Context: an optimization exercise on an open-source flow, tuned for small area, a short achievable clock period and few clock cycles per item. The choices shown serve that exercise and are no tape-out recipe.
At most, simulation tests tie the RTL to the original design; equivalence was not proved.

// simple_generic_matrix_mult
module simple_generic_matrix_mult #(
    parameter integer M = 3,
    parameter integer N = 3,
    parameter integer P = 3,
    parameter integer DATA_WIDTH = 8
)(
    input  wire clk,
    input  wire rst,
    input  wire start,
    input  wire signed [DATA_WIDTH-1:0] a_in,
    input  wire [$clog2(M*N)-1:0] a_addr,
    input  wire a_wen,
    input  wire signed [DATA_WIDTH-1:0] b_in,
    input  wire [$clog2(N*P)-1:0] b_addr,
    input  wire b_wen,
    output reg [2*DATA_WIDTH-1:0] c_out,
    output reg c_valid,
    output reg done
);
Size in the first run: roughly 220 flip-flops.
Settings: LEC_CHECK=0, ABC_CLOCK_PERIOD_IN_PS=3000, CAP_MARGIN=20, CORE_MARGIN=2, CORE_UTILIZATION=40, SLEW_MARGIN=20, SYNTH_HIERARCHICAL=1, SYNTH_MINIMUM_KEEP_SIZE=0; clock period 10.0 ns.
standard.sh (not shown) runs the stock make flow with config.mk's settings and CLKGATE_MAP_FILE= SYNTH_SCRIPT=/design/flow/synth_recipe.tcl, a recipe that flattens the netlist after the stock synthesis.
==> flow/flow/run.sh <==
#!/bin/bash
set -euo pipefail
bash standard.sh SETUP_SLACK_MARGIN=7 finish > standard_flow.log 2>&1
Next try:
==> flow/flow/run.sh (replaced) <==
#!/bin/bash
set -euo pipefail
bash standard.sh SETUP_SLACK_MARGIN=6 finish > standard_flow.log 2>&1
First-iteration DRC count rose by 12%.
Utilization goes down by 4.5 points.
Global-route usage went down by 1.2 points.
Clock-buffer cell count falls by 6.
Die area does not change.
Setup slack degrades by 0.28 ns.
Via count fell by 4.9%.
No functional check of the RTL was part of any run of this note.


onyx:
Another version of the RTL of simple_generic_matrix_mult (not shown whole).
Size in the first run: ~210 flip-flops, roughly 47 I/O pins, ~0.013 mm2 of cells after synthesis.
## simple_generic_matrix_mult
module simple_generic_matrix_mult #(
    parameter integer M = 3,
    parameter integer N = 3,
    parameter integer P = 3,
    parameter integer DATA_WIDTH = 8
)(
    input  wire clk,
    input  wire rst,
    input  wire start,
    input  wire signed [DATA_WIDTH-1:0] a_in,
    input  wire [$clog2(M*N)-1:0] a_addr,
    input  wire a_wen,
    input  wire signed [DATA_WIDTH-1:0] b_in,
    input  wire [$clog2(N*P)-1:0] b_addr,
    input  wire b_wen,
    output reg [2*DATA_WIDTH-1:0] c_out,
    output reg c_valid,
    output reg done
);
    localparam integer E = 1;    
    reg [3:0] t;
    wire rd = start | ((t != 0) & (t <= 8));           
    wire rot_b = rd;                                    
    wire rot_a = rd & ((t == 2) | (t == 5) | (t == 8));  
    always @(posedge clk or posedge rst) begin
        if (rst) begin
            t <= 0;
            c_valid <= 0;
            done <= 0;
        end else begin
            c_valid <= (t >= E) && (t <= E + 8) && (t != 0 || start);
            done <= (t == E + 8);
            t <= (t == E + 8) ? 4'd0 : (start || t != 0) ? t + 4'd1 : 4'd0;
        end
    end
    reg [7:0] A [0:8];
    reg [7:0] B [0:8];
    integer x;
    always @(posedge clk) begin
        for (x = 0; x < 9; x = x + 1) begin
            if (rot_a) A[x] <= A[(x + 3) % 9];
            else if (a_wen && a_addr == x) A[x] <= a_in;
            if (rot_b) B[x] <= B[(x % 3 == 2) ? x - 2 : x + 1];
            else if (b_wen && b_addr == x) B[x] <= b_in;
        end
    end
    wire [7:0] ma0 = A[0], ma1 = A[1], ma2 = A[2];
    wire [7:0] mb0 = B[0], mb1 = B[3], mb2 = B[6];
    wire [7:0] a0 = ma0, a1 = ma1, a2 = ma2, b0 = mb0, b1 = mb1, b2 = mb2;
  ...
Settings: LEC_CHECK=0, ABC_CLOCK_PERIOD_IN_PS=3000, CAP_MARGIN=20, CORE_MARGIN=2, CORE_UTILIZATION=40, CTS_BUF_LIST=sky130_fd_sc_hd__clkbuf_16, CTS_CLUSTER_DIAMETER=80, CTS_CLUSTER_SIZE=28, SLEW_MARGIN=20, SYNTH_HIERARCHICAL=1, SYNTH_MINIMUM_KEEP_SIZE=0; clock period 10.0 ns.
==> flow/flow/run.sh <==
#!/bin/bash
set -euo pipefail
bash standard.sh SETUP_SLACK_MARGIN=7 finish > standard_flow.log 2>&1
Testbench counts of onyx, summed over its fixed seeds: cycles 30,400, items 14,400.
#### Input delta (quartz over onyx)
# onyx
export LEC_CHECK = 0
export ABC_CLOCK_PERIOD_IN_PS = 3000
export CAP_MARGIN = 20
export CORE_MARGIN = 2
export CORE_UTILIZATION = 40
export CTS_BUF_LIST = sky130_fd_sc_hd__clkbuf_16
export CTS_CLUSTER_DIAMETER = 80
export CTS_CLUSTER_SIZE = 28
export SLEW_MARGIN = 20
export SYNTH_HIERARCHICAL = 1
export SYNTH_MINIMUM_KEEP_SIZE = 0
create_clock -name core_clock -period 10.0 [get_ports {clk}]
# quartz
export LEC_CHECK = 0
export ABC_CLOCK_PERIOD_IN_PS = 3000
export CAP_MARGIN = 20
export CORE_MARGIN = 2
export CORE_UTILIZATION = 40
export CTS_BUF_LIST = sky130_fd_sc_hd__clkbuf_4
export SLEW_MARGIN = 20
export SYNTH_HIERARCHICAL = 1
export SYNTH_MINIMUM_KEEP_SIZE = 0
create_clock -name core_clock -period 10.0 [get_ports {clk}]
Findings:
Utilization after layout ended up 0.50 points higher on quartz than on onyx. Compared to onyx, quartz shows a narrower setup margin. Measured against each other, onyx and quartz differ in maximum fanout along the worst path, the higher figure coming from onyx. Between onyx and quartz, initial antenna violation count increased. Compared with onyx, in quartz global-route usage neither gained nor lost much, layout buffering overhead excluding clock cells lost 1.4 points. Across onyx and quartz, none had a timing, DRC or antenna violation. On wire length of the first global-routing pass, the higher figure sits with quartz, not onyx. Summary of quartz over onyx: insertion delay of the later-clocked pin in the worst-skew pair climbed 180 ps, cell area after placement roughly the same, met1 track demand over resource lower.
> inputs changed (quartz -> amber)
# quartz
export LEC_CHECK = 0
export ABC_CLOCK_PERIOD_IN_PS = 3000
export CAP_MARGIN = 20
export CORE_MARGIN = 2
export CORE_UTILIZATION = 40
export CTS_BUF_LIST = sky130_fd_sc_hd__clkbuf_4
export SLEW_MARGIN = 20
export SYNTH_HIERARCHICAL = 1
export SYNTH_MINIMUM_KEEP_SIZE = 0
create_clock -name core_clock -period 10.0 [get_ports {clk}]
# amber
export LEC_CHECK = 0
export ABC_CLOCK_PERIOD_IN_PS = 3000
export CAP_MARGIN = 20
export CORE_MARGIN = 2
export CORE_UTILIZATION = 40
export CTS_BUF_LIST = sky130_fd_sc_hd__clkbuf_8
export CTS_CLUSTER_DIAMETER = 60
export CTS_CLUSTER_SIZE = 18
export SLEW_MARGIN = 20
export SYNTH_HIERARCHICAL = 1
export SYNTH_MINIMUM_KEEP_SIZE = 0
create_clock -name core_clock -period 10.0 [get_ports {clk}]
==> comparison <==
- Changes observed in amber relative to quartz: aggregate global-route resource usage now smaller; clock buffer and inverter area fraction after layout has decreased; sequential share of layout area saw an increase.
- amber vs. quartz: layout overhead on the synthesized area went down by 3.4 points, wire length now smaller, detailed router's first-iteration violation count rose 23%.
- amber leaves more setup margin than quartz.
- Of amber and quartz, it is amber that has the lower total length of routed met3 wires.

-- what the ideal ports hide --
How much do the figures lean on ideal ports? The routed layouts below were timed once more, with nothing changed but the port constraints. Step 1, drivers: a clkbuf_16 drives clk and a buf_2 each remaining input, both assumed. Step 2 times the ports against the registers' clock, not the clock port: input delays grow and output delays shrink by t, the midpoint of the rising clock arrivals with the driver on. a / b / c = ideal ports / drivers / drivers and shift; a / b = the first two.
run | t, ns | setup WS [ns] | worst data-port slew with drivers (ns) | cell pins on the clock port's net
the first run of note 1 | 0.579 | 6.434 / 6.434 / 6.434 | 0.05 | 1
the second run of note 1 | 0.587 | 6.158 / 6.158 / 5.860 | 0.05 | 1
onyx | 0.537 | 6.958 / 6.928 / 6.473 | 0.05 | 1
quartz | 0.693 | 6.813 / 6.771 / 6.277 | 0.04 | 1
amber | 0.595 | 6.947 / 6.900 / 6.451 | 0.04 | 1
After both steps every run listed still meets setup and hold. The setup slack of quartz, which loses most, moves by -0.042 ns with the drivers and by -0.536 ns with both steps.
